From an optimization exercise on the open Yosys and OpenROAD flow, aimed at small area and a short achievable clock period; shortcuts taken in it are not production practice.
At most, simulation tests tie the RTL to the original design; equivalence was not proved.
No activity file was given, so power comes from the tool's default toggle rates.

==> job 6545 <==
// divider
module divider
(
    input              clk,
    input              reset,
    input  [31:0]      A,
    input  [31:0]      B,
    input              start,
    input  [7:0]       Physical_address_in,
    input  [31:0]      PC_in,
    input              divider_op_in,
    output             divide_zero_exception,
    output [31:0]      Result,
    output [7:0]       Physical_address_out,
    output [31:0]      PC_out,
    output             done
);
export LEC_CHECK = 0
export ABC_AREA = 1
export CAP_MARGIN = 5
export CORE_MARGIN = 2
export CORE_UTILIZATION = 40
export CTS_CLUSTER_DIAMETER = 100
export CTS_CLUSTER_SIZE = 28
export GPL_TIMING_DRIVEN = 0
export SETUP_SLACK_MARGIN = 0.1
export SLEW_MARGIN = 5
create_clock -name core_clock -period 8.0 [get_ports {clk}]
standard.sh (not shown) runs the stock make flow with config.mk's settings and CLKGATE_MAP_FILE= SYNTH_SCRIPT=/design/flow/synth_recipe.tcl, a recipe that flattens the netlist after the stock synthesis.
==> flow/flow/run.sh <==
#!/bin/bash
set -euo pipefail
export BUFFER_PORTS_ARGS="-buffer_cell sky130_fd_sc_hd__buf_2"
export RECOVER_POWER=100
export SKIP_GATE_CLONING=1
bash standard.sh > standard.log 2>&1
==> job 9222: changes against job 6545 <==
--- a/flow/flow/run.sh
+++ b/flow/flow/run.sh
@@ -4,3 +4,2 @@
 export RECOVER_POWER=100
-export SKIP_GATE_CLONING=1
 bash standard.sh > standard.log 2>&1
- SETUP_SLACK_MARGIN: 0.1 -> 0.25
==> summary.txt <==
status no timing/DRC/antenna violations; Ant. Diodes 7; most frequent cells in the layout nand2_1 (1438), inv_1 (792), ha_1 (755), dfxtp_1 (722), nand3_1 (555); Comb pwr share 44.2%; grt met2 use 43.9%; Final Cycle Share 96.3%; # resized after CTS 472; area of the multi-input gates 41200 um2; starting DRC count in detailed routing 3362; Rel. slew slack 18.2%; reg2reg end x4[30]; worst reg2reg path depth 54; met2 wire length 93100 um; R2R Setup Slk 300 ps; via count 50100; Reg area 16000 um2; combinational group power 5.93 mW
-- figures above: job 6545

==> summary.txt <==
reg2reg end x5[25]; Ant. Diodes 5; Final Cycle Share 96.3%; grt met2 use 44.2%; status no timing/DRC/antenna violations; combinational group power 6.05 mW; via count 50500; R2R Setup Slk 290 ps; area of the multi-input gates 41700 um2
-- figures above: job 9222

Testbench counts of job 6545, summed over its fixed seeds: latency 120,000, ops 24,000.
Testbench counts of job 9222, summed over its fixed seeds: latency 120,000, ops 24,000.

========
==> inputs of wip/harbor <==
Another version of the RTL of divider (not shown whole).
==> flow/config.mk <==
export PLATFORM = sky130hd
export DESIGN_NAME = divider
export DESIGN_NICKNAME = divider
export VERILOG_FILES = /design/flow/design.v
export SDC_FILE = /design/flow/constraint.sdc
export NUM_CORES = 8
export LEC_CHECK = 0
export ABC_AREA = 1
export CAP_MARGIN = 5
export CORE_MARGIN = 2
export CORE_UTILIZATION = 40
export CTS_CLUSTER_DIAMETER = 100
export CTS_CLUSTER_SIZE = 28
export GPL_TIMING_DRIVEN = 0
export SETUP_SLACK_MARGIN = 0.1
export SLEW_MARGIN = 5
==> flow/constraint.sdc <==
create_clock -name core_clock -period 8.0 [get_ports {clk}]
set_input_delay 1.6000 -clock core_clock [delete_from_list [all_inputs] [get_ports {clk}]]
set_output_delay 1.6000 -clock core_clock [all_outputs]
set_load 0.01 [all_outputs]
==> flow/flow/run.sh <==
#!/bin/bash
set -euo pipefail
export BUFFER_PORTS_ARGS="-buffer_cell sky130_fd_sc_hd__buf_2"
export RECOVER_POWER=100
bash standard.sh > standard.log 2>&1
==> inputs of wip/tundra, as changes to wip/harbor <==
==> flow/run.sh (new file) <==
#!/bin/bash
# synth_recipe.tcl (not shown) runs the flow's synth.tcl, then flattens the netlist and writes it again
# the make line also repeats each setting of config.mk as NAME=value (left out here)
make -C /OpenROAD-flow-scripts/flow DESIGN_CONFIG=/design/flow/config.mk WORK_HOME=/design/flow/orfs CLKGATE_MAP_FILE= SYNTH_SCRIPT=/design/flow/synth_recipe.tcl finish
==> flow/config.mk (replaced) <==
export PLATFORM = sky130hd
export DESIGN_NAME = divider
export DESIGN_NICKNAME = divider
export VERILOG_FILES = /design/flow/design.v
export SDC_FILE = /design/flow/constraint.sdc
export NUM_CORES = 8
export LEC_CHECK = 0
export ABC_AREA = 1
export CAP_MARGIN = 20
export CORE_MARGIN = 2
export CORE_UTILIZATION = 40
export GPL_TIMING_DRIVEN = 0
export SLEW_MARGIN = 20
removed: flow/flow/run.sh
removed: flow/standard.sh
==> impl_results.md <==
* WHS at 259 ps
* Crit path launch: d5[6]
* Final setup fails at 32
* Status: finished with violations
* Area Growth Syn to Fin at 22.2%
* 1st-iter DRT viols at 4102
* Psw at 5.68 mW
* CP Depth at 46
* Failing Checks: setup timing
* Setup ws final at -495 ps
* Worst Reg-to-Reg Cells at 52
That was wip/tundra.
==> impl_results.md <==
* 1st-iter DRT viols at 4234
* Multi-input gate count at about 5100
* Status: finished with violations
* Setup ws final at -314 ps
* Worst Reg-to-Reg Cells at 49
* Failing Checks: setup timing
* CP Depth at 43
* Psw at 5.35 mW
* Die width at around 380 um
* WHS at about 310 ps
* Area Growth Syn to Fin at 18.5%
* Crit path launch: d5[5]
* Final setup fails at 75
* Worst reg-to-reg setup slack at -270 ps
* CTS resizes at 582
That was wip/harbor.
No run of this note included a check of the RTL's function; only the layout flow was run.

port drivers added, routing unchanged:
Ports are ideal in the flow. The routed layouts listed here were re-timed in OpenROAD. Step 1, drivers: a clkbuf_16 drives clk and a buf_2 each remaining input, both assumed. Step 2, shift: input delay + t, output delay - t, t = (earliest + latest rising clock arrival at the registers) / 2. This alone moves slack from input paths to output paths. Slacks: ideal / step 1 / step 2; pairs: ideal / step 1.
run	t (ns)	setup slack, ns	clock arrival spread, ns
job 6545	0.749	0.298 / 0.298 / -0.042	0.069 / 0.070
job 9222	0.748	0.295 / 0.295 / 0.077	0.067 / 0.067
wip/harbor	0.714	-0.314 / -0.387 / -0.665	0.055 / 0.055
wip/tundra	0.746	-0.495 / -0.564 / -0.183	0.079 / 0.079
Met with ideal ports but missed after step 2: setup timing in job 6545. The setup slack of wip/harbor, which loses most, moves by -0.073 ns with the drivers and by -0.351 ns with both steps.
